From an optimization exercise on the open Yosys and OpenROAD flow, aimed at small area and a short achievable clock period; shortcuts taken in it are not production practice.
Function was checked by simulation only, so behaviour that the tests miss may differ from the original.
Power is estimated from default activity; no workload was simulated.

==> flow/design.v (outline; a module is shown in full before it is edited, if it fits) <==
// module multiplier: 2367 lines
// module mul_fa: 4 lines
// module mul_ha: 4 lines
// module mul_gn: 3 lines
// module mul_gp: 3 lines
// module mul_gpn: 4 lines
// module mul_gpp: 4 lines
// module mul_inv: 3 lines
// module mul_nand: 3 lines
// module mul_nor: 3 lines
// module mul_pg0: 4 lines
// module mul_xnor: 3 lines
// module mul_xor: 3 lines
module multiplier #(parameter N = 32) (
    input logic CLK, EN_mult, EN_blockRead, rst_n,
    input logic [15:0] mult_input0,
    input logic [15:0] mult_input1,
    input logic [N - 1:0] readMem_val,
    output logic RDY_mult, EN_readMem, EN_writeMem, VALID_memVal,
    output logic [N - 1:0] writeMem_val, memVal_data,
    output logic [5:0] writeMem_addr, readMem_addr
    );
  // ...
==> flow/run.sh <==
#!/bin/bash
# synth_recipe.tcl (not shown) runs the flow's synth.tcl, then flattens the netlist and writes it again
# the make line also repeats each setting of config.mk as NAME=value (left out here)
make -C /OpenROAD-flow-scripts/flow DESIGN_CONFIG=/design/flow/config.mk WORK_HOME=/design/flow/orfs CLKGATE_MAP_FILE= SYNTH_SCRIPT=/design/flow/synth_recipe.tcl finish
==> flow/config.mk <==
export PLATFORM = sky130hd
export DESIGN_NAME = multiplier
export DESIGN_NICKNAME = multiplier
export VERILOG_FILES = /design/flow/design.v
export SDC_FILE = /design/flow/constraint.sdc
export NUM_CORES = 4
export LEC_CHECK = 0
export CAP_MARGIN = 20
export CORE_MARGIN = 2
export CORE_UTILIZATION = 65
export SETUP_SLACK_MARGIN = 2.0
export SLEW_MARGIN = 20
export SYNTH_HIERARCHICAL = 1
export SYNTH_MINIMUM_KEEP_SIZE = 0
==> flow/constraint.sdc <==
create_clock -name core_clock -period 3.6 [get_ports {CLK}]
set_input_delay 0.7200 -clock core_clock [delete_from_list [all_inputs] [get_ports {CLK}]]
set_output_delay 0.7200 -clock core_clock [all_outputs]
set_load 0.01 [all_outputs]
==> run summary, run 1 <==
Place WS=452 ps; die area=24,300 µm²; Mapped Cells=1,260; status=no timing/DRC/antenna violations; GRT Resource Usage Total=28.6%; post-CTS sizing=524; R2R Path Start=s2_899$_DFF_P_; clock power share=24.9%; placed cell areas=16,000 µm²; filler cell count in the final layout=1,389; setup TNS=0 ps; Inverters excl. clock=29; clock group total power=3.38 mW; Comb pwr share=35.6%; Via density=5.46; DR pass1 iterations=4; met2 Resource Use GR=47.9%; multi-input combinational cell area=8690 µm²; met2 WL post-DR=16.5 mm; Die Height=156 µm; crit path launch=ra[2]$_SDFFE_PN0P_; Power Density=761 nW/µm²; total leakage power=7.46 nW; CP Launch Type=flop; clk_skew=14.6 ps; nonclk buf count=119; crit end category=primary output; RR Endpoint=s3_1298$_DFF_P_; GR met1 Demand/Resource=38.9%; YS warnings=7; fraction of area in multi-input gates=48.8%; reg2reg path depth=7; worst reg2reg setup slack=1980 ps; placed insts=1,533; Worst VDD drop=0.000471 V; relative slew slack=77.5%; postcts setup bufs=18; number of global-route vias before repair=9,660
==> inputs of run 2 (changes only) <==
--- a/flow/config.mk
+++ b/flow/config.mk
@@ -8,7 +8,8 @@
 export CAP_MARGIN = 20
 export CORE_MARGIN = 2
 export CORE_UTILIZATION = 65
-export SETUP_SLACK_MARGIN = 2.0
+export CTS_BUF_LIST = sky130_fd_sc_hd__clkbuf_8
+export SETUP_SLACK_MARGIN = 1.8
 export SLEW_MARGIN = 20
 export SYNTH_HIERARCHICAL = 1
 export SYNTH_MINIMUM_KEEP_SIZE = 0
==> run 2 against run 1 <==
Against the previous run: still clean; synthesized cell count unchanged; first-iteration DRC count increased by 5.8%; area after synthesis stayed put; clock power shrank 5%; largest cell class unchanged; largest power group unchanged; highest routed layer unchanged.
==> run summary, run 2 <==
WHS Path Cells=0; wire per inst=18.9 µm; DR pass1 iterations=4 (unchanged); Final HPWL DP=22.8 mm; number of global-route vias before repair=9,533 (-1.3%); Min-Delay Path Class=reg -> reg; clock slew at reported path FFs=60 ps; reg2reg path depth=7 (unchanged); clock root buffer=clkbuf_8; hold_buf cts=0; clock latency on the worst-skew pair=570 ps; Die Height=156 µm (unchanged); Slew Viols, Final=0; commonest non-fill, non-tap cell in the layout=dfxtp_1; # rows=55; CP Launch Type=input port; DRT iter0 DRCs=404; biggest regs=ra: 6 flops, wa: 6 flops, pipe_en: 3 flops; first-pass GRT wire length=49.3 mm; Layout Nets=1,591; Post-Route WL=30.8 mm; total power=12.7 mW; CTS tree=yes; filler cell count in the final layout=1,507 (+8.5%); Peak Freq=560 MHz; worst setup path class=in -> reg; Residual DRC=0; Final Setup Violations=0; Antenna diodes=0; Critical Path, Cell by Cell=buf_2, and2_1, fa_2, fa_2; switch share=35.2%; Switch Pwr=4.47 mW; share of post-route cells with drive strength above 1=34.5%; crit end category=flop; CP peak stage delay=530 ps; cts bufs inserted=50; Core Footprint=22,600 µm²; largest net degree at the start of global routing=18; Flop pwr share=41.3%; Arrival @ worst endpoint=2290 ps; WP data required=4100 ps; Worst VDD drop=0.000312 V (-34%); GRT Resource Usage Total=26.9% (-1.7 points); Max Root-Sink Buffers=3; total leakage power=7.24 nW (-2.9%); clock power share=25.3% (+0.4 points); Area Growth Syn to Fin=13.0%; status=no timing/DRC/antenna violations; Power Density=752 nW/µm² (-1.3%); relative slew slack=72.5% (-5.0 points); most frequent cells in the layout=dfxtp_1, and2_1, fa_1; Die W=156 µm; initial core utilization=66.1%; Mapped Cells=1,260 (unchanged); CP max FO=16; Placer Congestion=0.935; RSZ-0062 raised after global routing=yes; H-Tree Depth=2; Mean Syn Cell Area=11.9 µm²; Worst path most repeated cell=fa_2; initial antenna violation count=0; Int Pwr=8.25 mW; synthesized cell area=15,000 µm²; YS warnings=7 (unchanged); Clock Sinks=317; Hold Vio Cnt, Final=0; setup TNS=0 ps (unchanged); Top Ports=148; period utilization=49.6%; worst slew pin tran=413 ps; Crit-path slowest cell=fa_2; syn_nets=1,540; die area=24,300 µm² (unchanged); Tmin final=1780 ps; Comb pwr share=33.4% (-2.2 points); Congestion Overflow GR=0; port bufs=83; vias=8,512; clk_skew=23.6 ps (+9.00 ps); maximum capacitance violations=0; Via density=5.21 (-4.6%); Routed Antenna Nets=0
-- run 2: worst max-delay path, delay by kind of cell --
| family | cells | cell delay [ps] |
|---|---|---|
| adders and majority gates | 2 | 980 |
| buffers and inverters | 1 | 340 |
| and+or+nand+nor | 1 | 230 |
-- run 2: per-layer routing --
metal,global-route usage [%],vias to the layer above,wire (µm),share of wire (%)
li1,-,3958,-,-
met1,38.0,4184,14100,46
met2,41.6,303,13700,44
met3,5.94,67,2230,7.2
met4,9.39,0,820,2.7
met5,0,-,0,0
-- run 2: final timing paths --
check / to / slack [ps] / start
worst max-delay path: s0_625$_DFF_P_ / 1820 / mult_input0[11]
worst min-delay path: s2_889$_DFF_P_ / 320 / s1_752$_DFF_P_
worst max register to register: s3_1295$_DFF_P_ / 1860 / s2_910$_DFF_P_
worst min register to register: s2_889$_DFF_P_ / 320 / s1_752$_DFF_P_
-- run 2: timing repair --
item,4_1_cts,5_1_grt
endpoints found under the setup margin,178,15
setup buffers,11,1
pin swaps,0,1
gates resized for setup,384,22
-- run 2: power by group through the flow --
| stage | Combinational (mW) | Sequential, mW | Clock (mW) |
|---|---|---|---|
| 6_report | 4.25 | 5.25 | 3.22 |
| 5_1_grt | 4.77 | 5.38 | 3.44 |
| 4_1_cts | 4.23 | 5.26 | 3.28 |
| 3_5_place_dp | 4.34 | 5.34 | 0 |
| 3_3_place_gp | 4.24 | 5.32 | 0 |
| 2_1_floorplan | 3.23 | 5.17 | 0 |
-- run 2: cell type report --
class | count | area [µm²] | area share, %
multi-input combinational | 815 | 8400 | 49.7
sequential | 317 | 6390 | 37.8
clock inverter | 30 | 269 | 1.59
timing repair buffer | 98 | 568 | 3.36
clock buffer | 60 | 826 | 4.88
tap | 285 | 357 | 2.11
inverter | 29 | 109 | 0.643
-- run 2: through the flow --
stage	cells	hold slack (ps)	area, µm²	utilization [%]	setup slack (ps)
4_1_cts	1633	325	16800	74.4	1770
2_1_floorplan	1260	310	15700	-	1520
5_1_grt	1634	326	16900	74.7	1780
3_3_place_gp	1532	310	16000	70.6	530
6_report	1634	324	16900	74.7	1820
3_5_place_dp	1532	312	16000	70.6	524
==> inputs of run 3 (changes only) <==
--- a/flow/config.mk
+++ b/flow/config.mk
@@ -8,7 +8,7 @@
 export CAP_MARGIN = 20
 export CORE_MARGIN = 2
 export CORE_UTILIZATION = 65
-export CTS_BUF_LIST = sky130_fd_sc_hd__clkbuf_8
+export CTS_CLUSTER_SIZE = 25
 export SETUP_SLACK_MARGIN = 1.8
 export SLEW_MARGIN = 20
 export SYNTH_HIERARCHICAL = 1
==> run 3 against run 2 <==
Against the previous run: flip-flop and latch count stayed put; clock power is 4% higher; register-to-register slack hardly changed; wire length is 3.8% higher; non-clock buffer count is 2 lower; clock skew is 11 ps lower; first-iteration DRC count is 9.4% higher; cell area is 0.27% lower; global-route usage is 0.73 points higher; largest power group unchanged; total power is 1.7% higher; sequential power hardly changed.
==> run summary, run 3 <==
total leakage power=7.12 nW (-1.6%); RSZ-0062 raised after global routing=yes; Die Height=156 µm (unchanged); Core Footprint=22,600 µm² (unchanged); placed insts=1,532 (unchanged); first-pass GRT wire length=50.5 mm (+2.3%); largest net degree at the start of global routing=18 (unchanged); clock root buffer=clkbuf_16; CP max FO=16 (unchanged); Final Setup Violations=0 (unchanged); number of global-route vias before repair=9,437 (-1.0%); reg2reg path depth=7 (unchanged); initial antenna violation count=0 (unchanged); share of post-route cells with drive strength above 1=33.3% (-1.2 points); vias=8,515 (+0.035%); Top Ports=148 (unchanged); Final HPWL DP=22.8 mm (unchanged); crit end category=flop; Via density=5.33 (+2.2%); Residual DRC=0 (unchanged); Slew Viols, Final=0 (unchanged); Area Growth Syn to Fin=12.7%; Arrival @ worst endpoint=2210 ps (-80 ps); GRT Resource Usage Total=27.6% (+0.73 points); setup TNS=0 ps (unchanged); Min-Delay Startpoint=s0_520$_DFF_P_; biggest regs=ra: 6 flops, wa: 6 flops, pipe_en: 3 flops; R2R Path Start=s2_913$_DFF_P_; die area=24,300 µm² (unchanged); port bufs=83 (unchanged); Hold Vio Cnt, Final=0 (unchanged); clock slew at reported path FFs=60 ps (about the same); commonest non-fill, non-tap cell in the layout=dfxtp_1; # rows=55 (unchanged); Min-Delay Path Class=reg -> reg; Post-Route WL=32.0 mm (+3.8%); total power=12.9 mW (+1.7%); Max Root-Sink Buffers=3 (unchanged); worst slew pin tran=397 ps (-15.5 ps); hold_buf cts=0 (unchanged); maximum capacitance violations=0 (unchanged); Hold EP=s1_755$_DFF_P_; clk_skew=12.9 ps (-10.7 ps); H-Tree Depth=1 (-1); Worst VDD drop=0.000380 V (+22%); YS warnings=7 (unchanged); DRT iter0 DRCs=442 (+9.4%); initial core utilization=66.1% (unchanged); synthesized cell area=15,000 µm² (unchanged); worst reg2reg setup slack=1870 ps (about the same); WHS Path Cells=0 (unchanged); most frequent cells in the layout=dfxtp_1, and2_1, fa_1; Clock Sinks=317 (unchanged); worst setup path class=in -> reg; Die W=156 µm (unchanged); CP Launch Type=input port; Routed Antenna Nets=0 (unchanged); Layout Nets=1,570 (-1.3%); cts bufs inserted=31 (-38%); Mapped Cells=1,260 (unchanged); relative slew slack=73.5% (+1.0 points); WP data required=4020 ps (-80 ps); Peak Freq=560 MHz (about the same); clock latency on the worst-skew pair=560 ps (about the same); crit path launch=mult_input1[5]; non-filler cells, final=1,599 (-2.1%); Congestion Overflow GR=0 (unchanged); period utilization=49.6% (about the same); Placer Congestion=0.935 (unchanged); Mean Syn Cell Area=11.9 µm² (unchanged); wire per inst=20.0 µm (+6.1%); utilization after layout=74.5% (-0.20 points); status=no timing/DRC/antenna violations; CTS tree=yes; syn_nets=1,540 (unchanged); Tmin final=1780 ps (+0.120 ps); DR pass1 iterations=5 (+1); RR Endpoint=s3_1295$_DFF_P_; Antenna diodes=0 (unchanged); Power Density=767 nW/µm² (+2.0%)
run 3: cell count changes in the layout (fill, tap and decap cells not counted), sizes merged:
cell and delta:
clkbuf -24, buf -2, clkinvlp +5, inv -14
run 3: what timing repair did:
action / CTS / global route
endpoints found under the setup margin: 178 / 15
buffers inserted: 8 / 2
pin swaps: 0 / 1
gates resized for setup: 379 / 20
run 3: through the flow:
step                hold WS, ps  instance area, µm²  setup slack, ps
CTS                         325               16800             1780
global route                331               16900             1760
global placement            310               16000              530
floorplan                   310               15700             1520
finish                      326               16900             1820
detailed placement          312               16000              524
run 3: layout make-up:
| type | count | area, µm² |
|---|---|---|
| repair buffers | 96 | 553 |
| clock inverters | 21 | 267 |
| well taps | 285 | 357 |
| flip-flops and latches | 317 | 6380 |
| inverters | 29 | 109 |
| fillers | 1485 | 5770 |
| multi-input cells | 815 | 8390 |
| clock buffers | 36 | 815 |
run 3: worst max-delay path by stage:
stage | end | slack (ps) | cells past startpoint
floorplan | s0_548$_DFF_P_ | 1520 | 4
global placement | s0_602$_DFF_P_ | 530 | 4
detailed placement | s0_617$_DFF_P_ | 520 | 4
CTS | s3_1299$_DFF_P_ | 1780 | 7
global route | s3_1290$_DFF_P_ | 1760 | 7
finish | s0_532$_DFF_P_ | 1820 | 4
run 3: worst max-delay path, stage by stage:
cell    delay [ps]
buf_2          330
and2_1         220
fa_2           450
fa_1           480
run 3: power breakdown:
| part | internal (mW) | switching (mW) | leakage [nW] |
|---|---|---|---|
| sequential | 4.63 | 0.637 | 2.66 |
| combinational | 1.76 | 2.55 | 3.95 |
| clock | 1.99 | 1.36 | 0.509 |
run 3: layer usage:
| metal | GRT usage, % | routed length, µm | up-vias |
|---|---|---|---|
| li1 | - | - | 3906 |
| met5 | 0 | 0 | - |
| met4 | 7.95 | 707 | 0 |
| met1 | 39.5 | 14500 | 4247 |
| met2 | 44.1 | 14700 | 302 |
| met3 | 4.72 | 2100 | 60 |
==> inputs of run 4 (changes only) <==
--- a/flow/config.mk
+++ b/flow/config.mk
@@ -5,10 +5,10 @@
 export SDC_FILE = /design/flow/constraint.sdc
 export NUM_CORES = 4
 export LEC_CHECK = 0
+export ABC_AREA = 1
 export CAP_MARGIN = 20
 export CORE_MARGIN = 2
 export CORE_UTILIZATION = 65
-export CTS_CLUSTER_SIZE = 25
 export SETUP_SLACK_MARGIN = 1.8
 export SLEW_MARGIN = 20
 export SYNTH_HIERARCHICAL = 1
==> run 4 against run 3 <==
Against the previous run: via count up 23%; fmax increased by 0.92%; sequential share of layout area shrank 2.6 points; clock skew is 1.0 ps higher; global-route usage grew 0.73 points; count of clock-buffer cells in the layout grew 9; total power rose by 4.3%; first-iteration DRC count grew 43%; critical endpoint is now s0_548$_DFF_P_; highest routed layer unchanged.
==> run summary, run 4 <==
worst reg2reg setup slack=1890 ps (+20 ps); maximum capacitance violations=0 (unchanged); most frequent cells in the layout=nand2_1, inv_1, dfxtp_1; Core Footprint=24,200 µm² (+7.1%); WP data required=3990 ps (-30 ps); Residual DRC=0 (unchanged); wire per inst=16.3 µm (-18%); Congestion Overflow GR=0 (unchanged); DRT iter0 DRCs=634 (+43%); hold_buf cts=0 (unchanged); Power Density=745 nW/µm² (-2.8%); number of global-route vias before repair=10,800 (+14%); Critical Path, Cell by Cell=clkbuf_4, nand2_1, inv_1, fa_1, fa_1; Die Height=161 µm (+3.3%); Final HPWL DP=25.1 mm (+10%); Layout Nets=2,087 (+33%); Routed Antenna Nets=0 (unchanged); first-pass GRT wire length=56.0 mm (+11%); Mean Syn Cell Area=8.99 µm² (-24%); Hold EP=s2_932$_DFF_P_; biggest regs=ra: 6 flops, wa: 6 flops, pipe_en: 3 flops; Via density=4.85 (-8.9%); Placer Congestion=0.880 (-5.9%); Antenna diodes=0 (unchanged); Top Ports=148 (unchanged); H-Tree Depth=2 (+1); Worst VDD drop=0.000408 V (+7.3%); RR Endpoint=s3_1297$_DFF_P_; Area Growth Syn to Fin=13.1%; Place WS=471 ps (-53.2 ps); Slew Viols, Final=0 (unchanged); syn_nets=2,059 (+34%); filler cell count in the final layout=1,759 (+18%); YS warnings=7 (unchanged); R2R Path Start=s2_900$_DFF_P_; initial antenna violation count=0 (unchanged); setup TNS=0 ps (unchanged); crit end category=flop; clock slew at reported path FFs=60 ps (about the same); Mapped Cells=1,779 (+41%); Post-Route WL=35.3 mm (+10%); Hold Vio Cnt, Final=0 (unchanged); relative slew slack=65.0% (-8.5 points); largest net degree at the start of global routing=17 (-1); CP peak stage delay=570 ps (+90 ps); status=no timing/DRC/antenna violations; WHS Path Cells=0 (unchanged); Arrival @ worst endpoint=2160 ps (-50 ps); Final Setup Violations=0 (unchanged); initial core utilization=66.0% (-0.12 points); Min-Delay Startpoint=s1_817$_DFF_P_; CP Launch Type=input port; port bufs=83 (unchanged); Max Root-Sink Buffers=3 (unchanged); RSZ-0062 raised after global routing=yes; DR pass1 iterations=5 (unchanged); Tmin final=1770 ps (-16.3 ps); Crit-path slowest cell=fa_1; die area=25,900 µm² (+6.7%); Peak Freq=566 MHz (+0.92%); period utilization=49.1% (-0.45 points); total leakage power=9.80 nW (+38%); worst slew pin tran=523 ps (+126 ps); clk_skew=13.9 ps (+1.04 ps); vias=10,500 (+23%); worst setup slack after layout=1830 ps (+16.3 ps); CP max FO=16 (unchanged); Min-Delay Path Class=reg -> reg; clock latency on the worst-skew pair=510 ps (-50 ps); synthesized cell area=16,000 µm² (+6.9%); GRT Resource Usage Total=28.3% (+0.73 points); clock root buffer=clkbuf_16; Worst path most repeated cell=fa_1; share of post-route cells with drive strength above 1=20.4% (-13 points); CTS tree=yes; # rows=57 (+3.6%); cts bufs inserted=34 (+9.7%); total power=13.5 mW (+4.3%); Clock Sinks=317 (unchanged); reg2reg path depth=11 (+4); worst setup path class=in -> reg; commonest non-fill, non-tap cell in the layout=nand2_1; Die W=161 µm (+3.3%)
==> run 4: area by class of cell <==
class	count	area [µm²]	area share (%)
clock buffer	45	952	5.26
tap	324	405	2.24
clock inverter	17	176	0.975
timing repair buffer	121	1020	5.66
inverter	400	1500	8.30
multi-input combinational	933	7650	42.3
sequential	317	6380	35.3
==> run 4: report_power, final <==
| group | leakage, nW | internal, mW | switching, mW | total (mW) |
|---|---|---|---|---|
| clock | 0.562 | 2.04 | 1.41 | 3.44 |
| sequential | 2.66 | 4.63 | 0.652 | 5.28 |
| combinational | 6.58 | 1.85 | 2.92 | 4.76 |
| total | 9.80 | 8.52 | 4.97 | 13.5 |
==> run 4: worst max path at each step <==
stage                         start         endpoint  depth (start not counted)
floorplan            mult_input0[2]   s0_516$_DFF_P_                          6
detailed placement  mult_input0[11]   s0_576$_DFF_P_                          5
global placement    mult_input0[11]   s0_608$_DFF_P_                          5
global route         s2_893$_DFF_P_  s3_1297$_DFF_P_                         11
CTS                 mult_input0[12]   s0_602$_DFF_P_                          5
finish               mult_input0[9]   s0_548$_DFF_P_                          5
==> run 4: critical path: cells and delay by family <==
kind,cells,cell delay (ps)
AND/OR/NAND/NOR,1,120
adder cells (fa/ha/maj),2,990
buffers and inverters,2,310
==> run 4: per-layer routing <==
| layer | global-route usage, % | routed length, µm | part of all wire (%) | vias to the layer above |
|---|---|---|---|---|
| met3 | 5.94 | 2950 | 8.4 | 99 |
| met1 | 37.7 | 14700 | 42 | 4885 |
| met2 | 45.4 | 16200 | 46 | 420 |
| met5 | 0 | 0 | 0 | - |
| li1 | - | - | - | 5060 |
| met4 | 12.5 | 1390 | 3.9 | 0 |
==> run 4: repair_timing <==
action	CTS	global route
gates resized for setup	328	73
gates cloned	3	0
pin swaps	2	11
setup endpoints to repair	182	59
buffers inserted	15	4
==> run 4: per-stage QoR <==
stage | utilization, % | std cells | area, µm² | hold WS [ps]
3_5_place_dp | 69.0 | 2073 | 16700 | 312
2_1_floorplan | - | 1779 | 16600 | 310
5_1_grt | 74.6 | 2157 | 18100 | 328
4_1_cts | 74.4 | 2153 | 18000 | 325
6_report | 74.6 | 2157 | 18100 | 324
3_3_place_gp | 69.0 | 2073 | 16700 | 310
==> inputs of run 5 (changes only) <==
--- a/flow/config.mk
+++ b/flow/config.mk
@@ -5,7 +5,6 @@
 export SDC_FILE = /design/flow/constraint.sdc
 export NUM_CORES = 4
 export LEC_CHECK = 0
-export ABC_AREA = 1
 export CAP_MARGIN = 20
 export CORE_MARGIN = 2
 export CORE_UTILIZATION = 65
@@ -13,3 +12,4 @@
 export SLEW_MARGIN = 20
 export SYNTH_HIERARCHICAL = 1
 export SYNTH_MINIMUM_KEEP_SIZE = 0
+export TNS_END_PERCENT = 30
==> run 5 against run 4 <==
Against the previous run: critical endpoint is now writeMem_val[1]; clock skew fell by 3.8 ps; sequential share of layout area up 2.9 points; die area decreased by 6.3%; wire length is 9.8% lower; register-to-register slack worse by 20 ps; synthesized cell count down 29%; final cell count down 26%; critical path depth down 4; area after synthesis shrank 6.5%.
==> run summary, run 5 <==
total leakage power=7.20 nW (-27%); port bufs=83 (unchanged); Die Height=156 µm (-3.2%); initial antenna violation count=1 (+1); Switch Pwr=4.46 mW (-10%); Crit-path slowest cell=dfxtp_1; WP data required=2880 ps (-1110 ps); most frequent cells in the layout=dfxtp_1, and2_1, fa_1; commonest non-fill, non-tap cell in the layout=dfxtp_1; relative slew slack=72.3% (+7.3 points); Top Ports=148 (unchanged); Post-Route WL=31.8 mm (-9.8%); status=no timing/DRC/antenna violations; Slew Viols, Final=0 (unchanged); DR pass1 iterations=4 (-1); Max Root-Sink Buffers=3 (unchanged); worst setup path class=reg -> out; Layout Nets=1,571 (-25%); RR Endpoint=s3_1294$_DFF_P_; Congestion Overflow GR=0 (unchanged); maximum capacitance violations=0 (unchanged); GRT Resource Usage Total=27.0% (-1.3 points); Arrival @ worst endpoint=1130 ps (-1030 ps); synthesized cell area=15,000 µm² (-6.5%); crit path launch=s3_1270$_DFF_P_; Placer Congestion=0.911 (+3.5%); Final HPWL DP=22.7 mm (-9.7%); H-Tree Depth=1 (-1); # rows=55 (-3.5%); utilization after layout=73.8% (-0.83 points); Final Setup Violations=0 (unchanged); Min-Delay Path Class=reg -> reg; clock root buffer=clkbuf_16; DRT iter0 DRCs=489 (-23%); cts bufs inserted=31 (-8.8%); placed insts=1,532 (-26%); RSZ-0062 raised after global routing=yes; share of post-route cells with drive strength above 1=23.5% (+3.1 points); worst slew pin tran=415 ps (-108 ps); clock power share=25.4% (about the same); crit end category=primary output; vias=8,490 (-19%); Flop pwr share=41.1% (+2.0 points); filler cell count in the final layout=1,592 (-9.5%); R2R Path Start=s2_887$_DFF_P_; Residual DRC=0 (unchanged); Int Pwr=8.32 mW (-2.3%); Min-Delay Startpoint=s0_511$_DFF_P_; CP max FO=1 (-15); Antenna diodes=0 (unchanged); Clock Sinks=317 (unchanged); first-pass GRT wire length=49.4 mm (-12%); Via density=5.31 (+9.4%); Mean Syn Cell Area=11.9 µm² (+32%); clk_skew=10.1 ps (-3.79 ps); delay-heaviest family, CP=flip-flops; Comb pwr share=33.4% (-1.9 points); clock latency on the worst-skew pair=550 ps (+40 ps); Tmin final=1850 ps (+77.0 ps); CTS tree=yes; Die W=156 µm (-3.2%); period utilization=51.3% (+2.1 points); CP Launch Type=flop; reg2reg path depth=9 (-2); syn_nets=1,540 (-25%); Core Footprint=22,600 µm² (-6.6%); Peak Freq=542 MHz (-4.2%); YS warnings=7 (unchanged); Hold Vio Cnt, Final=0 (unchanged); die area=24,300 µm² (-6.3%); Hold EP=s1_752$_DFF_P_; initial core utilization=66.1% (+0.12 points); Critical Path, Cell by Cell=clkdlybuf4s15_1; Power Density=765 nW/µm² (+2.6%); Routed Antenna Nets=0 (unchanged); number of global-route vias before repair=9,069 (-16%); worst reg2reg setup slack=1870 ps (-20 ps); Mapped Cells=1,260 (-29%); CP peak stage delay=330 ps (-240 ps); wire per inst=19.9 µm (+22%); setup TNS=0 ps (unchanged); switch share=34.9% (-2.0 points); largest net degree at the start of global routing=18 (+1); clock slew at reported path FFs=60 ps (about the same); non-filler cells, final=1,599 (-26%); post-route cell area=16,700 µm² (-7.7%); hold_buf cts=0 (unchanged); Hold Slack=325 ps (+1.07 ps); Worst VDD drop=0.000339 V (-17%); WHS Path Cells=0 (unchanged); biggest regs=ra: 6 flops, wa: 6 flops, pipe_en: 3 flops; Area Growth Syn to Fin=11.6%; CP bufs+invs=1 (-1); placed cell areas=15,700 µm² (-6.0%)
run 5: stage by stage:
stage / setup slack [ps] / power, mW
finish: 1750 / 12.8
global placement: 496 / 9.52
CTS: 1710 / 12.8
detailed placement: 470 / 9.66
floorplan: 1520 / 8.36
global route: 1710 / 13.6
run 5: power by group through the flow:
stage,registers [mW],logic [mW],clock network (mW)
after global placement,5.32,4.20,0
after global routing,5.38,4.79,3.45
final,5.26,4.27,3.25
after detailed placement,5.35,4.31,0
after CTS,5.27,4.24,3.30
after floorplan,5.17,3.19,0
run 5: worst max path at each step:
stage | end | slack (ps) | cells past startpoint
2_1_floorplan | s0_548$_DFF_P_ | 1520 | 4
3_3_place_gp | s0_576$_DFF_P_ | 500 | 4
3_5_place_dp | s0_576$_DFF_P_ | 470 | 4
4_1_cts | readMem_addr[2] | 1710 | 1
5_1_grt | writeMem_addr[1] | 1710 | 1
6_report | writeMem_val[1] | 1750 | 1
run 5: layout make-up:
type	count	area (µm²)	share of cell area (%)
inverter	29	109	0.651
clock buffer	42	847	5.07
sequential	317	6380	38.2
clock inverter	14	193	1.15
tap	285	357	2.13
multi-input combinational	815	8150	48.8
timing repair buffer	97	674	4.04
run 5: timing repair:
item                       4_1_cts  5_1_grt
buffers inserted                 3        7
gates cloned                     1        0
gates resized for setup        263       47
setup endpoints to repair      180       74
pin swaps                        2        0
run 5: routing by layer:
metal / share of wire (%) / track usage [%]
met1: 45 / 39.0
met2: 45 / 41.6
met3: 7.7 / 6.11
met4: 2.6 / 8.04
met5: 0 / 0
==> inputs of run 6 (changes only) <==
--- a/flow/config.mk
+++ b/flow/config.mk
@@ -12,4 +12,3 @@
 export SLEW_MARGIN = 20
 export SYNTH_HIERARCHICAL = 1
 export SYNTH_MINIMUM_KEEP_SIZE = 0
-export TNS_END_PERCENT = 30
==> run 6 against run 5 <==
Against the previous run: wire length increased by 0.63%; global-route usage increased by 0.58 points; clock skew increased by 2.7 ps; total power increased by 1.2%; register-to-register slack about the same; cell area increased by 0.97%; fmax increased by 3.4%; non-clock buffer count decreased by 1; critical path depth increased by 3; die area unchanged; worst setup slack improved by 61 ps; synthesized cell count unchanged; largest cell class unchanged.
==> run summary, run 6 <==
Power Density=767 nW/µm² (+0.24%); share of post-route cells with drive strength above 1=33.3% (+9.7 points); crit path launch=mult_input1[5]; non-filler cells, final=1,599 (unchanged); CP max FO=16 (+15); Antenna diodes=0 (unchanged); H-Tree Depth=1 (unchanged); Worst VDD drop=0.000380 V (+12%); R2R Path Start=s2_913$_DFF_P_; Final HPWL DP=22.8 mm (+0.51%); RSZ-0062 raised after global routing=yes; Die W=156 µm (unchanged); multi-input combinational cell area=8390 µm² (+3.0%); Max Root-Sink Buffers=3 (unchanged); Layout Nets=1,570 (-0.064%); status=no timing/DRC/antenna violations; # rows=55 (unchanged); Placer Congestion=0.935 (+2.6%); clock root buffer=clkbuf_16; Area Growth Syn to Fin=12.7%; period utilization=49.6% (-1.7 points); maximum capacitance violations=0 (unchanged); Critical Path, Cell by Cell=buf_2, and2_1, fa_2, fa_1; port bufs=83 (unchanged); die area=24,300 µm² (unchanged); Final Setup Violations=0 (unchanged); WP data required=4020 ps (+1140 ps); DR pass1 iterations=5 (+1); Min-Delay Path Class=reg -> reg; Routed Antenna Nets=0 (unchanged); placed insts=1,532 (unchanged); Slew Viols, Final=0 (unchanged); Hold Vio Cnt, Final=0 (unchanged); syn_nets=1,540 (unchanged); GRT Resource Usage Total=27.6% (+0.58 points); Clock Sinks=317 (unchanged); largest net degree at the start of global routing=18 (unchanged); number of global-route vias before repair=9,437 (+4.1%); YS warnings=7 (unchanged); Peak Freq=560 MHz (+3.4%); Post-Route WL=32.0 mm (+0.63%); first-pass GRT wire length=50.5 mm (+2.2%); synthesized cell area=15,000 µm² (unchanged); crit end category=flop; commonest non-fill, non-tap cell in the layout=dfxtp_1; clock slew at reported path FFs=60 ps (about the same); wire per inst=20.0 µm (+0.63%); setup TNS=0 ps (unchanged); biggest regs=ra: 6 flops, wa: 6 flops, pipe_en: 3 flops; vias=8,515 (+0.29%); hold_buf cts=0 (unchanged); worst slew pin tran=397 ps (-17.7 ps); Die Height=156 µm (unchanged); Residual DRC=0 (unchanged); Tmin final=1780 ps (-60.7 ps); Core Footprint=22,600 µm² (unchanged); Via density=5.33 (+0.29%); clk_skew=12.9 ps (+2.75 ps); CTS tree=yes; Top Ports=148 (unchanged); Congestion Overflow GR=0 (unchanged); flip-flop and latch area=6380 µm² (unchanged); filler cell count in the final layout=1,485 (-6.7%); Hold Slack=326 ps (+0.572 ps); Min-Delay Startpoint=s0_520$_DFF_P_; total leakage power=7.12 nW (-1.1%); CP peak stage delay=480 ps (+150 ps); cts bufs inserted=31 (unchanged); worst setup path class=in -> reg; Mean Syn Cell Area=11.9 µm² (unchanged); DRT iter0 DRCs=442 (-9.6%); Arrival @ worst endpoint=2210 ps (+1080 ps); Crit-path slowest cell=fa_1; CP Launch Type=input port; most frequent cells in the layout=dfxtp_1, and2_1, fa_1; relative slew slack=73.5% (+1.2 points); Mapped Cells=1,260 (unchanged); initial antenna violation count=0 (-1); initial core utilization=66.1% (unchanged); clock latency on the worst-skew pair=560 ps (about the same)
[run 6: area by class of cell]
cell class | instances | area share [%]
clock buffer | 36 | 4.83
timing repair buffer | 96 | 3.28
multi-input combinational | 815 | 49.7
inverter | 29 | 0.645
clock inverter | 21 | 1.58
sequential | 317 | 37.8
tap | 285 | 2.11
[run 6: critical path: cells and delay by family]
| kind | cells | cell delay [ps] |
|---|---|---|
| AND/OR/NAND/NOR | 1 | 220 |
| adder cells (fa/ha/maj) | 2 | 930 |
| buffers and inverters | 1 | 330 |
[run 6: metrics by stage]
stage / worst slack, ps / cell area, µm² / util [%] / total power [mW]
finish: 1820 / 16900 / 74.5 / 12.9
global route: 1760 / 16900 / 74.5 / 13.7
CTS: 1780 / 16800 / 74.2 / 13.0
detailed placement: 524 / 16000 / 70.6 / 9.68
global placement: 530 / 16000 / 70.6 / 9.56
floorplan: 1520 / 15700 / - / 8.40
[run 6: final timing paths]
kind / end / slack [ps] / depth (start not counted)
max: s0_532$_DFF_P_ / 1820 / 4
min: s1_755$_DFF_P_ / 330 / 0
max reg2reg: s3_1295$_DFF_P_ / 1870 / 7
min reg2reg: s1_755$_DFF_P_ / 330 / 0
[run 6: what timing repair did]
action                     in CTS  in global routing
pin swaps                       0                  1
resized for setup             379                 20
buffers inserted                8                  2
setup endpoints to repair     178                 15
[run 6: per-layer routing]
metal / up-vias / part of all wire (%) / global-route usage (%)
met5: - / 0 / 0
met4: 0 / 2.2 / 7.95
met3: 60 / 6.6 / 4.72
met2: 302 / 46 / 44.1
met1: 4247 / 45 / 39.5
li1: 3906 / - / -
[run 6: where the power goes]
| part | switching (mW) | total (mW) | internal [mW] |
|---|---|---|---|
| logic | 2.55 | 4.31 | 1.76 |
| clock network | 1.36 | 3.36 | 1.99 |
| registers | 0.637 | 5.27 | 4.63 |
==> inputs of run 7 (changes only) <==
--- a/flow/config.mk
+++ b/flow/config.mk
@@ -7,7 +7,7 @@
 export LEC_CHECK = 0
 export CAP_MARGIN = 20
 export CORE_MARGIN = 2
-export CORE_UTILIZATION = 65
+export CORE_UTILIZATION = 75
 export SETUP_SLACK_MARGIN = 1.8
 export SLEW_MARGIN = 20
 export SYNTH_HIERARCHICAL = 1
==> run 7 against run 6 <==
Against the previous run: still clean; clock power rose by 3%; critical path depth unchanged; fmax is 2.5% lower; largest cell class unchanged.
==> run summary, run 7 <==
Slew Viols, Final=0 (unchanged); Post-Route WL=38.1 mm (+19%); hold_buf cts=0 (unchanged); cts bufs inserted=30 (-3.2%); first-pass GRT wire length=58.0 mm (+15%); Layout Nets=1,571 (+0.064%); Int Pwr=8.53 mW (+1.7%); # rows=51 (-7.3%); Switch Pwr=4.93 mW (+8.5%); CP peak stage delay=560 ps (+80 ps); Crit-path slowest cell=fa_2; Worst VDD drop=0.000512 V (+35%); Hold Slack=319 ps (-6.13 ps); RSZ-0062 raised after global routing=yes; wire per inst=24.1 µm (+21%); crit end category=flop; CP bufs+invs=1 (unchanged); synthesized cell area=15,000 µm² (unchanged); clock slew at reported path FFs=70 ps (about the same); Die W=145 µm (-6.7%); GRT Resource Usage Total=35.8% (+8.2 points); syn_nets=1,540 (unchanged); flip-flop and latch area=6380 µm² (about the same); period utilization=50.8% (+1.3 points); maximum capacitance violations=0 (unchanged); clock power share=25.7% (-0.2 points); Mean Syn Cell Area=11.9 µm² (unchanged); Residual DRC=0 (unchanged); switch share=36.6% (+1.5 points); relative slew slack=71.1% (-2.5 points); Power Density=796 nW/µm² (+3.8%); CP max FO=16 (unchanged); initial antenna violation count=1 (+1); Max Root-Sink Buffers=3 (unchanged); Mapped Cells=1,260 (unchanged); YS warnings=7 (unchanged); largest net degree at the start of global routing=18 (unchanged); clk_skew=17.9 ps (+4.96 ps); WHS Path Cells=0 (unchanged); Flop pwr share=39.7% (-1.0 points); Tmin final=1830 ps (+46.0 ps); RR Endpoint=s3_1297$_DFF_P_; die area=21,100 µm² (-13%); worst setup path class=in -> reg; setup TNS=0 ps (unchanged); worst slew pin tran=434 ps (+36.9 ps); total power=13.5 mW (+4.1%); Area Growth Syn to Fin=13.0%; Final Setup Violations=0 (unchanged); vias=9,429 (+11%); H-Tree Depth=1 (unchanged); Via density=5.97 (+12%); most frequent cells in the layout=dfxtp_1, and2_1, fa_1; Congestion Overflow GR=0 (unchanged); multi-input combinational cell area=8410 µm² (+0.25%); share of post-route cells with drive strength above 1=34.3% (+1.0 points); CP Launch Type=input port; Antenna diodes=0 (unchanged); DRT iter0 DRCs=892 (+100%); Hold EP=s2_891$_DFF_P_; Comb pwr share=34.5% (+1.2 points); reg2reg path depth=9 (+2); delay-heaviest family, CP=adder cells; initial core utilization=76.7% (+11 points); Placer Congestion=0.924 (-1.2%); Hold Vio Cnt, Final=0 (unchanged); Die Height=145 µm (-6.7%); Clock Sinks=317 (unchanged); Critical Path, Cell by Cell=buf_2, and2_1, fa_1, fa_2; total leakage power=7.16 nW (+0.61%); biggest regs=ra: 6 flops, wa: 6 flops, pipe_en: 3 flops; worst reg2reg setup slack=1790 ps (-80 ps); clock latency on the worst-skew pair=560 ps (about the same); Top Ports=148 (unchanged); commonest non-fill, non-tap cell in the layout=dfxtp_1; clock root buffer=clkbuf_16; status=no timing/DRC/antenna violations; Final HPWL DP=23.8 mm (+4.3%); Min-Delay Startpoint=s1_754$_DFF_P_; DR pass1 iterations=5 (unchanged); WP data required=4090 ps (+70 ps); Min-Delay Path Class=reg -> reg; number of global-route vias before repair=10,200 (+8.0%); CTS tree=yes; R2R Path Start=s2_897$_DFF_P_; filler cell count in the final layout=900 (-39%); Peak Freq=546 MHz (-2.5%); port bufs=83 (unchanged); Core Footprint=19,500 µm² (-14%); Routed Antenna Nets=0 (unchanged); Arrival @ worst endpoint=2320 ps (+110 ps)
==> run 7: cell type report <==
cell class                 instances  share of cell area [%]
tap                              265                    1.96
sequential                       317                    37.8
clock inverter                    19                    1.49
inverter                          29                   0.644
timing repair buffer              98                    3.47
multi-input combinational        815                    49.7
clock buffer                      37                    4.96
==> run 7: through the flow <==
stage / util, % / cell area (µm²) / instances / setup WS [ps]
final: 86.6 / 16900 / 1580 / 1770
after global routing: 86.6 / 16900 / 1580 / 1760
after CTS: 86.3 / 16900 / 1576 / 1760
after detailed placement: 81.7 / 16000 / 1511 / 505
after global placement: 81.7 / 16000 / 1511 / 535
after floorplan: - / 15700 / 1260 / 1520
==> run 7: metal layers <==
layer	GRT usage (%)	part of all wire, %	up-vias
li1	-	-	3905
met1	46.8	38	4769
met2	60.0	49	594
met3	7.39	8.7	159
met4	12.9	4.0	2
met5	0	0.037	-
==> run 7: what timing repair did <==
item	CTS	global route
setup buffers	9	4
gates resized for setup	374	48
pin swaps	0	2
gates cloned	0	0
endpoints found under the setup margin	180	40
==> run 7: power by group through the flow <==
stage	clock network (mW)	logic [mW]	registers (mW)
after floorplan	0	3.23	5.17
after global placement	0	4.19	5.30
after detailed placement	0	4.45	5.37
after CTS	3.46	4.55	5.33
after global routing	3.62	5.03	5.43
final	3.46	4.65	5.35
==> run 7: worst max path at each step <==
stage / cells past startpoint / from / slack (ps) / endpoint
floorplan: 4 / mult_input1[4] / 1520 / s0_548$_DFF_P_
global placement: 4 / mult_input1[7] / 540 / s0_532$_DFF_P_
detailed placement: 4 / mult_input1[6] / 500 / s0_532$_DFF_P_
CTS: 5 / mult_input1[0] / 1760 / s0_516$_DFF_P_
global route: 9 / s2_897$_DFF_P_ / 1760 / s3_1295$_DFF_P_
finish: 4 / mult_input0[3] / 1770 / s0_575$_DFF_P_
==> inputs of run 8 (changes only) <==
--- a/flow/config.mk
+++ b/flow/config.mk
@@ -7,8 +7,8 @@
 export LEC_CHECK = 0
 export CAP_MARGIN = 20
 export CORE_MARGIN = 2
-export CORE_UTILIZATION = 75
-export SETUP_SLACK_MARGIN = 1.8
+export CORE_UTILIZATION = 65
+export SETUP_SLACK_MARGIN = 1.7
 export SLEW_MARGIN = 20
 export SYNTH_HIERARCHICAL = 1
 export SYNTH_MINIMUM_KEEP_SIZE = 0
==> run 8 against run 7 <==
Against the previous run: still clean; wire length fell by 14%; worst hold slack gained 5.7 ps; area after synthesis is the same; critical path depth is the same; global-route usage is 7.6 points lower; register-to-register slack improved by 30 ps; die area increased by 15%; flip-flop and latch count stayed put; clock skew fell by 6.0 ps; combinational power is 6.9% lower.
==> run summary, run 8 <==
synthesized cell area=15,000 µm² (unchanged); Peak Freq=522 MHz (-4.4%); switch share=34.9% (-1.8 points); Int Pwr=8.35 mW (-2.1%); Final HPWL DP=22.7 mm (-4.4%); share of post-route cells with drive strength above 1=28.7% (-5.6 points); Arrival @ worst endpoint=2330 ps (about the same); Switch Pwr=4.47 mW (-9.3%); Comb pwr share=33.8% (-0.7 points); DRT iter0 DRCs=399 (-55%); Crit-path slowest cell=fa_2; CP max FO=16 (unchanged); multi-input combinational cell area=8290 µm² (-1.4%); Core Footprint=22,600 µm² (+16%); Area Growth Syn to Fin=14.5%; GRT Resource Usage Total=28.2% (-7.6 points); R2R Path Start=s2_918$_DFF_P_; Die Height=156 µm (+7.2%); worst setup slack after layout=1690 ps (-84.1 ps); Flop pwr share=41.0% (+1.3 points); filler cell count in the final layout=1,531 (+70%); Layout Nets=1,587 (+1.0%); Congestion Overflow GR=0 (unchanged); maximum capacitance violations=0 (unchanged); biggest regs=ra: 6 flops, wa: 6 flops, pipe_en: 3 flops; Placer Congestion=0.899 (-2.6%); CP peak stage delay=570 ps (about the same); largest net degree at the start of global routing=18 (unchanged); wire per inst=20.4 µm (-16%); commonest non-fill, non-tap cell in the layout=dfxtp_1; YS warnings=7 (unchanged); clk_skew=11.8 ps (-6.03 ps); RSZ-0062 raised after global routing=yes; first-pass GRT wire length=51.4 mm (-11%); Place WS=495 ps (-10.1 ps); flip-flop and latch area=6380 µm² (about the same); syn_nets=1,540 (unchanged); Residual DRC=0 (unchanged); clock root buffer=clkbuf_16; Hold Vio Cnt, Final=0 (unchanged); cts bufs inserted=31 (+3.3%); vias=8,634 (-8.4%); Die W=156 µm (+7.2%); Via density=5.35 (-10%); number of global-route vias before repair=9,346 (-8.3%); Min-Delay Path Class=reg -> reg; Slew Viols, Final=0 (unchanged); Worst VDD drop=0.000395 V (-23%); most frequent cells in the layout=dfxtp_1, and2_1, fa_1; period utilization=53.2% (+2.3 points); Hold EP=s2_938$_DFF_P_; total leakage power=7.26 nW (+1.4%); crit path launch=mult_input1[6]; initial antenna violation count=2 (+1); Clock Sinks=317 (unchanged); Mapped Cells=1,260 (unchanged); reg2reg path depth=7 (-2); worst setup path class=in -> reg; Min-Delay Startpoint=s1_823$_DFF_P_; Routed Antenna Nets=0 (unchanged); Critical Path, Cell by Cell=clkdlybuf4s15_2, and2_4, fa_2, fa_1; status=no timing/DRC/antenna violations; WHS Path Cells=0 (unchanged); crit end category=flop; setup TNS=0 ps (unchanged); initial core utilization=66.1% (-11 points); # rows=55 (+7.8%); Top Ports=148 (unchanged); die area=24,300 µm² (+15%); WP data required=4010 ps (-80 ps); Mean Syn Cell Area=11.9 µm² (unchanged); Final Setup Violations=0 (unchanged); worst slew pin tran=425 ps (-9.13 ps); port bufs=83 (unchanged); Max Root-Sink Buffers=3 (unchanged); clock latency on the worst-skew pair=550 ps (about the same); clock power share=25.2% (-0.5 points); clock slew at reported path FFs=60 ps (about the same); CP bufs+invs=1 (unchanged); CTS tree=yes; Tmin final=1910 ps (+84.1 ps); H-Tree Depth=1 (unchanged); CP Launch Type=input port; RR Endpoint=s3_1290$_DFF_P_; worst reg2reg setup slack=1820 ps (+30 ps); relative slew slack=71.7% (+0.61 points); Post-Route WL=32.9 mm (-14%); DR pass1 iterations=7 (+2); Power Density=748 nW/µm² (-6.0%); delay-heaviest family, CP=adder cells
## run 8: timing repair
item,4_1_cts,5_1_grt
hold buffers,0,0
setup buffers,12,4
gates resized for setup,216,53
endpoints found under the setup margin,174,38
pin swaps,7,0
gates cloned,4,0
## run 8: worst max path at each step
stage | to | slack, ps | depth (start not counted)
finish | s0_543$_DFF_P_ | 1690 | 4
global route | s3_1294$_DFF_P_ | 1690 | 9
CTS | writeMem_addr[5] | 1700 | 1
detailed placement | s0_532$_DFF_P_ | 490 | 4
global placement | s0_532$_DFF_P_ | 520 | 4
floorplan | s0_548$_DFF_P_ | 1520 | 4
## run 8: layout make-up
type,instances,share of cell area (%)
Clock buffer,41,5.09
Sequential cell,317,37.2
Multi-Input combinational cell,815,48.4
Tap cell,285,2.08
Antenna cell,1,0.0146
Inverter,29,0.635
Timing Repair Buffer,113,5.66
Clock inverter,13,0.927
## run 8: worst reg2reg max path: cells and delay by family (launching register included)
kind | cells | cell delay (ps)
simple gates | 5 | 930
flops | 1 | 360
compound gates | 1 | 260
xor+xnor | 1 | 160
## run 8: metal layers
metal / vias up / track usage (%) / wire (µm)
met5: - / 0 / 0
met4: 0 / 8.87 / 811
met3: 69 / 5.64 / 2190
met2: 309 / 46.1 / 15800
met1: 4308 / 38.6 / 14100
li1: 3948 / - / -
## run 8: metrics by stage
stage | hold slack (ps) | area, µm² | power [mW] | util, % | std cells
final | 325 | 17100 | 12.8 | 75.7 | 1614
after global routing | 328 | 17100 | 13.6 | 75.7 | 1613
after CTS | 326 | 17200 | 12.9 | 76.0 | 1609
after detailed placement | 312 | 16000 | 9.68 | 70.5 | 1539
after global placement | 311 | 16000 | 9.55 | 70.5 | 1539
after floorplan | 310 | 15600 | 8.39 | - | 1260
## run 8: power by group through the flow
stage	Sequential (mW)	Combinational, mW	Clock, mW
CTS	5.27	4.34	3.29
finish	5.26	4.33	3.23
global placement	5.31	4.24	0
global route	5.37	4.85	3.42
floorplan	5.17	3.22	0
detailed placement	5.34	4.34	0
==> inputs of run 9 (changes only) <==
--- a/flow/config.mk
+++ b/flow/config.mk
@@ -8,7 +8,7 @@
 export CAP_MARGIN = 20
 export CORE_MARGIN = 2
 export CORE_UTILIZATION = 65
-export SETUP_SLACK_MARGIN = 1.7
+export SETUP_SLACK_MARGIN = 1.9
 export SLEW_MARGIN = 20
 export SYNTH_HIERARCHICAL = 1
 export SYNTH_MINIMUM_KEEP_SIZE = 0
==> run 9 against run 8 <==
Against the previous run: still clean; clock skew is 0.71 ps lower; total power increased by 2.1%; die area unchanged; wire length shrank 2.2%; critical path type is now reg -> out; highest routed layer unchanged.
==> run summary, run 9 <==
Min-Delay Startpoint=s0_509$_DFF_P_; syn_nets=1,540 (unchanged); Worst VDD drop=0.000371 V (-6.1%); CP Launch Type=flop; commonest non-fill, non-tap cell in the layout=dfxtp_1; Die W=156 µm (unchanged); Peak Freq=582 MHz (+11%); reg2reg path depth=9 (+2); total leakage power=7.27 nW (+0.14%); switch share=34.9% (+0.046 points); Top Ports=148 (unchanged); Int Pwr=8.52 mW (+2.0%); clock root buffer=clkbuf_16; vias=8,566 (-0.79%); period utilization=47.8% (-5.4 points); largest net degree at the start of global routing=18 (unchanged); setup TNS=0 ps (unchanged); Arrival @ worst endpoint=1000 ps (-1330 ps); R2R Path Start=s2_889$_DFF_P_; Crit-path slowest cell=dfxtp_4; worst setup path class=reg -> out; CP peak stage delay=340 ps (-230 ps); non-filler cells, final=1,609 (-0.31%); clk_skew=11.1 ps (-0.712 ps); Final HPWL DP=23.1 mm (+1.5%); clock slew at reported path FFs=60 ps (about the same); hold_buf cts=0 (unchanged); placed insts=1,534 (-0.32%); Residual DRC=0 (unchanged); die area=24,300 µm² (unchanged); most frequent cells in the layout=dfxtp_1, and2_1, fa_1; clock latency on the worst-skew pair=540 ps (about the same); Final Setup Violations=0 (unchanged); worst slew pin tran=361 ps (-64.2 ps); Hold EP=s1_750$_DFF_P_; RSZ-0062 raised after global routing=yes; Min-Delay Path Class=reg -> reg; initial antenna violation count=0 (-2); wire per inst=20.0 µm (-1.9%); delay-heaviest family, CP=flip-flops; status=no timing/DRC/antenna violations; Via density=5.32 (-0.48%); Layout Nets=1,586 (-0.063%); RR Endpoint=s3_1296$_DFF_P_; Antenna diodes=0 (-1); filler cell count in the final layout=1,472 (-3.9%); Power Density=754 nW/µm² (+0.77%); Flop pwr share=40.4% (-0.6 points); crit end category=primary output; Core Footprint=22,600 µm² (unchanged); DR pass1 iterations=5 (-2); WHS Path Cells=0 (unchanged); GRT Resource Usage Total=27.5% (-0.77 points); Placer Congestion=0.902 (+0.27%); share of post-route cells with drive strength above 1=37.2% (+8.5 points); Area Growth Syn to Fin=16.0%; Congestion Overflow GR=0 (unchanged); CP bufs+invs=1 (unchanged); port bufs=83 (unchanged); synthesized cell area=15,000 µm² (unchanged); Slew Viols, Final=0 (unchanged); biggest regs=ra: 6 flops, wa: 6 flops, pipe_en: 3 flops; Critical Path, Cell by Cell=buf_6; Post-Route WL=32.2 mm (-2.2%); first-pass GRT wire length=50.4 mm (-2.0%); Switch Pwr=4.57 mW (+2.2%); YS warnings=7 (unchanged); WP data required=2880 ps (-1130 ps); cts bufs inserted=31 (unchanged); Clock Sinks=317 (unchanged); initial core utilization=66.1% (unchanged); Mapped Cells=1,260 (unchanged); Hold Vio Cnt, Final=0 (unchanged); relative slew slack=75.8% (+4.2 points); DRT iter0 DRCs=407 (+2.0%); maximum capacitance violations=0 (unchanged); Tmin final=1720 ps (-195 ps); H-Tree Depth=1 (unchanged); CP max FO=2 (-14); Mean Syn Cell Area=11.9 µm² (unchanged); worst reg2reg setup slack=1970 ps (+150 ps); Die Height=156 µm (unchanged); Routed Antenna Nets=0 (unchanged); number of global-route vias before repair=9,349 (+0.032%); Max Root-Sink Buffers=3 (unchanged); Comb pwr share=34.7% (+0.9 points); clock power share=24.9% (-0.3 points); # rows=55 (unchanged); CTS tree=yes
[run 9: area by class of cell]
| cell class | instances | area (µm²) | share of cell area, % |
|---|---|---|---|
| Sequential cell | 317 | 6400 | 36.9 |
| Clock inverter | 11 | 193 | 1.11 |
| Tap cell | 285 | 357 | 2.05 |
| Multi-Input combinational cell | 815 | 8510 | 49.0 |
| Clock buffer | 40 | 830 | 4.78 |
| Timing Repair Buffer | 112 | 967 | 5.57 |
| Inverter | 29 | 109 | 0.627 |
[run 9: how the worst max path moves through the flow]
stage,startpoint,endpoint,slack [ps],cells after the start
2_1_floorplan,mult_input1[4],s0_548$_DFF_P_,1520,4
3_3_place_gp,mult_input0[10],s0_552$_DFF_P_,500,4
3_5_place_dp,mult_input1[14],s0_560$_DFF_P_,480,4
4_1_cts,s2_887$_DFF_P_,s3_1294$_DFF_P_,1840,9
5_1_grt,wa[2]$_SDFFE_PN0P_,writeMem_addr[2],1850,1
6_report,wa[2]$_SDFFE_PN0P_,writeMem_addr[2],1880,1
[run 9: timing repair]
item,in CTS,in global routing
gates cloned,2,0
resized for setup,451,71
setup buffers,20,2
setup endpoints to repair,186,69
hold endpoints to repair,0,0
pin swaps,4,9
[run 9: power by group through the flow]
stage | logic [mW] | registers, mW | clock network [mW]
4_1_cts | 4.38 | 5.26 | 3.31
3_5_place_dp | 4.41 | 5.34 | 0
3_3_place_gp | 4.28 | 5.30 | 0
5_1_grt | 5.05 | 5.40 | 3.45
2_1_floorplan | 3.23 | 5.17 | 0
6_report | 4.54 | 5.29 | 3.26
[run 9: per-layer routing]
layer	wire length, µm	track usage [%]	vias to the layer above	part of all wire [%]
li1	-	-	3941	-
met1	14500	38.7	4293	45
met2	15200	44.6	267	47
met3	1760	4.61	65	5.5
met4	736	7.95	0	2.3
met5	0	0	-	0
[run 9: per-stage QoR]
| stage | util, % | power (mW) | area, µm² | worst slack (ps) | hold slack, ps |
|---|---|---|---|---|---|
| after floorplan | - | 8.40 | 15700 | 1520 | 310 |
| after global placement | 70.7 | 9.58 | 16000 | 496 | 310 |
| after global routing | 76.7 | 13.9 | 17400 | 1850 | 329 |
| final | 76.7 | 13.1 | 17400 | 1880 | 327 |
| after detailed placement | 70.7 | 9.74 | 16000 | 481 | 313 |
| after CTS | 75.7 | 13.0 | 17100 | 1840 | 327 |
==> inputs of run 10 (changes only) <==
--- a/flow/config.mk
+++ b/flow/config.mk
@@ -8,7 +8,7 @@
 export CAP_MARGIN = 20
 export CORE_MARGIN = 2
 export CORE_UTILIZATION = 65
-export SETUP_SLACK_MARGIN = 1.9
+export SETUP_SLACK_MARGIN = 1.85
 export SLEW_MARGIN = 20
 export SYNTH_HIERARCHICAL = 1
 export SYNTH_MINIMUM_KEEP_SIZE = 0
==> run 10 against run 9 <==
Against the previous run: final cell count is 0.44% lower; clock skew hardly changed; count of clock-buffer cells in the layout is 6 higher; worst setup slack worse by 22 ps; critical path depth is 4 higher; critical endpoint is now s0_555$_DFF_P_; largest power group unchanged.
==> run summary, run 10 <==
Arrival @ worst endpoint=2120 ps (+1120 ps); Via density=5.33 (about the same); flip-flop and latch area=6380 µm² (-0.33%); Final HPWL DP=22.9 mm (-0.63%); Worst VDD drop=0.000358 V (-3.5%); reg2reg path depth=7 (-2); worst setup path class=in -> reg; utilization after layout=75.6% (-1.1 points); Layout Nets=1,573 (-0.82%); Die Height=156 µm (unchanged); Area Growth Syn to Fin=14.4%; period utilization=48.4% (+0.61 points); biggest regs=ra: 6 flops, wa: 6 flops, pipe_en: 3 flops; Antenna diodes=0 (unchanged); clock power share=26.9% (+2.0 points); total leakage power=7.22 nW (-0.77%); most frequent cells in the layout=dfxtp_1, and2_1, fa_1; relative slew slack=76.4% (+0.57 points); filler cell count in the final layout=1,521 (+3.3%); Flop pwr share=39.9% (-0.5 points); clock latency on the worst-skew pair=500 ps (-40 ps); Max Root-Sink Buffers=3 (unchanged); Residual DRC=0 (unchanged); Peak Freq=574 MHz (-1.3%); die area=24,300 µm² (unchanged); RSZ-0062 raised after global routing=no; GRT Resource Usage Total=27.8% (+0.35 points); Hold EP=s2_938$_DFF_P_; Comb pwr share=33.1% (-1.6 points); post-route cell area=17,100 µm² (-1.4%); syn_nets=1,540 (unchanged); status=no timing/DRC/antenna violations; Slew Viols, Final=0 (unchanged); crit end category=flop; Min-Delay Path Class=reg -> reg; cts bufs inserted=34 (+9.7%); Critical Path, Cell by Cell=buf_6, buf_6, and2_4, fa_2, fa_1; largest net degree at the start of global routing=18 (unchanged); Core Footprint=22,600 µm² (unchanged); Post-Route WL=32.3 mm (+0.43%); H-Tree Depth=2 (+1); worst slew pin tran=352 ps (-8.57 ps); wire per inst=20.2 µm (+0.86%); port bufs=83 (unchanged); hold_buf cts=0 (unchanged); DR pass1 iterations=5 (unchanged); Mapped Cells=1,260 (unchanged); Congestion Overflow GR=0 (unchanged); clock slew at reported path FFs=60 ps (about the same); Die W=156 µm (unchanged); Clock Sinks=317 (unchanged); initial core utilization=66.1% (unchanged); DRT iter0 DRCs=397 (-2.5%); Final Setup Violations=0 (unchanged); RR Endpoint=s3_1299$_DFF_P_; clock root buffer=clkbuf_16; WP data required=3980 ps (+1100 ps); placed cell areas=16,000 µm² (-0.16%); first-pass GRT wire length=50.6 mm (+0.37%); CP Launch Type=input port; setup TNS=0 ps (unchanged); share of post-route cells with drive strength above 1=35.0% (-2.2 points); CP max FO=8 (+6); CTS tree=yes; Placer Congestion=0.925 (+2.6%); vias=8,534 (-0.37%); total power=13.2 mW (+1.0%); number of global-route vias before repair=8,990 (-3.8%); # rows=55 (unchanged); Place WS=520 ps (+39.5 ps); synthesized cell area=15,000 µm² (unchanged); Crit-path slowest cell=fa_2; Mean Syn Cell Area=11.9 µm² (unchanged); worst reg2reg setup slack=1930 ps (-40 ps); commonest non-fill, non-tap cell in the layout=dfxtp_1; Top Ports=148 (unchanged); switch share=34.8% (-0.17 points); WHS Path Cells=0 (unchanged); Power Density=772 nW/µm² (+2.5%); Tmin final=1740 ps (+21.9 ps); Hold Slack=325 ps (-2.09 ps); R2R Path Start=s2_905$_DFF_P_; Worst path most repeated cell=buf_6; clk_skew=10.7 ps (-0.399 ps); non-filler cells, final=1,602 (-0.44%); worst setup slack after layout=1860 ps (-21.9 ps); YS warnings=7 (unchanged); Routed Antenna Nets=0 (unchanged); initial antenna violation count=0 (unchanged); multi-input combinational cell area=8450 µm² (-0.63%); CP peak stage delay=580 ps (+240 ps); Switch Pwr=4.60 mW (+0.54%); Int Pwr=8.63 mW (+1.3%); Hold Vio Cnt, Final=0 (unchanged); placed insts=1,531 (-0.20%); maximum capacitance violations=0 (unchanged); Min-Delay Startpoint=s1_823$_DFF_P_
[run 10: how the worst max path moves through the flow]
stage | slack, ps | cells past startpoint | from | endpoint
2_1_floorplan | 1520 | 4 | mult_input1[4] | s0_548$_DFF_P_
3_3_place_gp | 560 | 4 | mult_input1[9] | s0_532$_DFF_P_
3_5_place_dp | 520 | 4 | mult_input1[5] | s0_516$_DFF_P_
4_1_cts | 1780 | 9 | s2_900$_DFF_P_ | s3_1297$_DFF_P_
5_1_grt | 1850 | 7 | s2_902$_DFF_P_ | s3_1292$_DFF_P_
6_report | 1860 | 5 | mult_input0[6] | s0_555$_DFF_P_
[run 10: worst max-delay path, delay by kind of cell]
kind,cells,cell delay (ps)
fa+ha+maj,2,980
buf+inv,2,260
simple gates,1,160
[run 10: layout make-up]
class                   count  share of cell area [%]
multi-input cells         815                    49.4
flip-flops and latches    317                    37.3
clock buffers              46                    5.90
repair buffers             96                    3.79
well taps                 285                    2.08
clock inverters            14                   0.957
inverters                  29                   0.636
[run 10: per-layer routing]
| metal | GRT usage, % | vias to the layer above | share of wire [%] |
|---|---|---|---|
| met3 | 5.72 | 41 | 6.9 |
| li1 | - | 3919 | - |
| met2 | 43.8 | 279 | 46 |
| met1 | 40.3 | 4295 | 45 |
| met4 | 6.47 | 0 | 1.4 |
| met5 | 0 | - | 0 |
[run 10: power by group through the flow]
stage          clock, mW  combinational, mW  sequential, mW
3_5_place_dp           0               4.37            5.35
5_1_grt             3.76               4.91            5.39
4_1_cts             3.61               4.39            5.29
3_3_place_gp           0               4.25            5.31
6_report            3.56               4.38            5.28
2_1_floorplan          0               3.23            5.17
[run 10: what timing repair did]
item,in CTS,in global routing
pin swaps,1,4
resized for setup,395,60
cloned,1,0
endpoints found under the setup margin,183,44
setup buffers,10,0
==> inputs of run 11 (changes only) <==
--- a/flow/config.mk
+++ b/flow/config.mk
@@ -8,6 +8,7 @@
 export CAP_MARGIN = 20
 export CORE_MARGIN = 2
 export CORE_UTILIZATION = 65
+export PLACE_DENSITY = 0.75
 export SETUP_SLACK_MARGIN = 1.85
 export SLEW_MARGIN = 20
 export SYNTH_HIERARCHICAL = 1
==> run 11 against run 10 <==
Against the previous run: critical endpoint is now s0_612$_DFF_P_; fmax fell by 0.55%; worst hold slack improved by 0.73 ps; clock power decreased by 6%; sequential power about the same; sequential share of layout area is 0.13 points lower.
==> run summary, run 11 <==
RSZ-0062 raised after global routing=yes; switch share=35.3% (+0.50 points); Congestion Overflow GR=0 (unchanged); Critical Path, Cell by Cell=clkbuf_4, and2_4, fa_1, fa_1; delay-heaviest family, CP=adder cells; Max Root-Sink Buffers=3 (unchanged); Hold Vio Cnt, Final=0 (unchanged); Slew Viols, Final=0 (unchanged); CP bufs+invs=1 (-1); Arrival @ worst endpoint=2170 ps (+50 ps); Via density=5.35 (+0.35%); period utilization=48.6% (+0.27 points); setup TNS=0 ps (unchanged); Die Height=156 µm (unchanged); clk_skew=18.4 ps (+7.68 ps); GRT Resource Usage Total=28.2% (+0.39 points); worst setup path class=in -> reg; most frequent cells in the layout=dfxtp_1, and2_1, fa_1; H-Tree Depth=1 (-1); Crit-path slowest cell=fa_1; top sig layer=met4; DRT iter0 DRCs=455 (+15%); YS warnings=7 (unchanged); commonest non-fill, non-tap cell in the layout=dfxtp_1; Final HPWL DP=23.0 mm (+0.32%); Placer Congestion=0.917 (-0.84%); number of global-route vias before repair=9,356 (+4.1%); biggest regs=ra: 6 flops, wa: 6 flops, pipe_en: 3 flops; clock root buffer=clkbuf_16; CP peak stage delay=510 ps (-70 ps); initial antenna violation count=0 (unchanged); die area=24,300 µm² (unchanged); Post-Route WL=33.1 mm (+2.3%); Tmin final=1750 ps (+9.63 ps); filler cell count in the final layout=1,440 (-5.3%); share of post-route cells with drive strength above 1=36.2% (+1.2 points); relative slew slack=76.5% (about the same); total leakage power=7.25 nW (+0.51%); # rows=55 (unchanged); status=no timing/DRC/antenna violations; total power=13.1 mW (-0.70%); DR pass1 iterations=6 (+1); clock power share=25.6% (-1.3 points); utilization after layout=76.0% (+0.39 points); Routed met1 length=14.6 mm (-0.86%); initial core utilization=66.1% (unchanged); first-pass GRT wire length=51.5 mm (+1.8%); Area Growth Syn to Fin=15.0%; port bufs=83 (unchanged); Antenna diodes=0 (unchanged); met2 WL post-DR=15.7 mm (+5.1%); cts bufs inserted=31 (-8.8%); Worst path most repeated cell=fa_1; Layout Nets=1,582 (+0.57%); CP max FO=16 (+8); CTS tree=yes; Int Pwr=8.50 mW (-1.5%); crit end category=flop; Power Density=763 nW/µm² (-1.2%); Mapped Cells=1,260 (unchanged); Peak Freq=571 MHz (-0.55%); Die W=156 µm (unchanged); Min-Delay Path Class=reg -> reg; Residual DRC=0 (unchanged); vias=8,612 (+0.91%); Switch Pwr=4.63 mW (+0.73%); synthesized cell area=15,000 µm² (unchanged); Flop pwr share=40.2% (+0.3 points); CP Launch Type=input port; Top Ports=148 (unchanged); wire per inst=20.5 µm (+1.7%); Routed Antenna Nets=0 (unchanged); worst slew pin tran=353 ps (+0.280 ps); Final Setup Violations=0 (unchanged); clock slew at reported path FFs=60 ps (about the same); largest net degree at the start of global routing=18 (unchanged); Comb pwr share=34.1% (+1.0 points); Core Footprint=22,600 µm² (unchanged); Clock Sinks=317 (unchanged); hold_buf cts=0 (unchanged); Hold Slack=326 ps (+0.733 ps); syn_nets=1,540 (unchanged); maximum capacitance violations=0 (unchanged); WP data required=4020 ps (+40 ps); WL met3=1.96 mm (-11%); Mean Syn Cell Area=11.9 µm² (unchanged); Worst VDD drop=0.000415 V (+16%); clock latency on the worst-skew pair=550 ps (+50 ps)
## run 11: changes by cell type in the layout (fill, tap and decap cells not counted), sizes merged
cell / previous run / this run
buf: 90 / 85
clkinvlp: 3 / 2
bufinv: 3 / 4
clkbuf: 48 / 61
clkinv: 7 / 5
clkdlybuf4s15: 1 / 0
inv: 30 / 34
## run 11: what timing repair did
| action | 4_1_cts | 5_1_grt |
|---|---|---|
| gates resized for setup | 406 | 66 |
| pin swaps | 1 | 7 |
| endpoints found under the setup margin | 184 | 48 |
| gates cloned | 0 | 2 |
| setup buffers | 14 | 3 |
## run 11: worst paths after layout
path,startpoint,end,slack [ps],cells after the start
worst max register to register,s2_901$_DFF_P_,s3_1297$_DFF_P_,1910,9
worst min register to register,s1_748$_DFF_P_,s2_885$_DFF_P_,330,0
worst max-delay path,mult_input1[7],s0_612$_DFF_P_,1850,4
worst min-delay path,s1_748$_DFF_P_,s2_885$_DFF_P_,330,0
## run 11: worst reg2reg max path, cell delays in order (launching register included)
cell and delay [ps]:
dfxtp_1 370, nor2_2 80, nor2_2 170, nand2_1 140
nor2_2 160, inv_1 70, o21ai_2 180, inv_1 80
o21ai_2 180, xor2_1 160
## run 11: per-stage QoR
step | setup WS (ps) | area, µm² | std cells
after floorplan | 1520 | 15700 | 1260
after global placement | 487 | 16000 | 1535
after detailed placement | 454 | 16000 | 1535
after CTS | 1810 | 17000 | 1606
after global routing | 1780 | 17200 | 1611
final | 1850 | 17200 | 1611
## run 11: metal layers
metal / vias to the layer above / global-route usage, %
li1: 3932 / -
met5: - / 0
met2: 288 / 46.0
met4: 0 / 8.48
met3: 59 / 4.69
met1: 4333 / 39.4
## run 11: power by group through the flow
stage,Clock [mW],Combinational (mW),Sequential (mW)
3_3_place_gp,0,4.27,5.30
6_report,3.36,4.48,5.29
3_5_place_dp,0,4.43,5.34
2_1_floorplan,0,3.23,5.17
5_1_grt,3.56,4.99,5.40
4_1_cts,3.41,4.41,5.28
## run 11: cell type report
type | instances | area [µm²] | share of cell area [%]
clock inverters | 16 | 208 | 1.21
clock buffers | 41 | 883 | 5.13
multi-input cells | 815 | 8440 | 49.0
well taps | 285 | 357 | 2.07
flip-flops and latches | 317 | 6390 | 37.1
repair buffers | 108 | 822 | 4.78
inverters | 29 | 109 | 0.632

port drivers added, routing unchanged:
In the flow no input, the clock included, has a driving cell. The finished layouts below were timed again as built, in two steps.
Step 1: set_driving_cell puts a clkbuf_16 on CLK and a buf_2 on each other input, an assumption about the parent block.
Step 2 also shifts input and output timing later by t, the mid clock arrival at the registers, as if the neighbouring blocks saw the same clock.
Slacks: no drivers / after step 1 / after step 2; pairs: no drivers / after step 1.
run	shift t [ns]	setup slack, ns
run 1	0.599	1.864 / 1.812 / 1.332
run 2	0.601	1.816 / 1.795 / 1.228
run 3	0.607	1.816 / 1.786 / 1.238
run 4	0.557	1.832 / 1.782 / 1.296
run 5	0.592	1.755 / 1.706 / 1.202
run 6	0.607	1.816 / 1.786 / 1.238
run 7	0.598	1.770 / 1.776 / 1.198
run 8	0.588	1.686 / 1.700 / 1.125
run 9	0.583	1.881 / 1.836 / 1.313
run 10	0.544	1.859 / 1.830 / 1.334
run 11	0.593	1.849 / 1.816 / 1.283
After both steps every run listed still meets setup and hold.
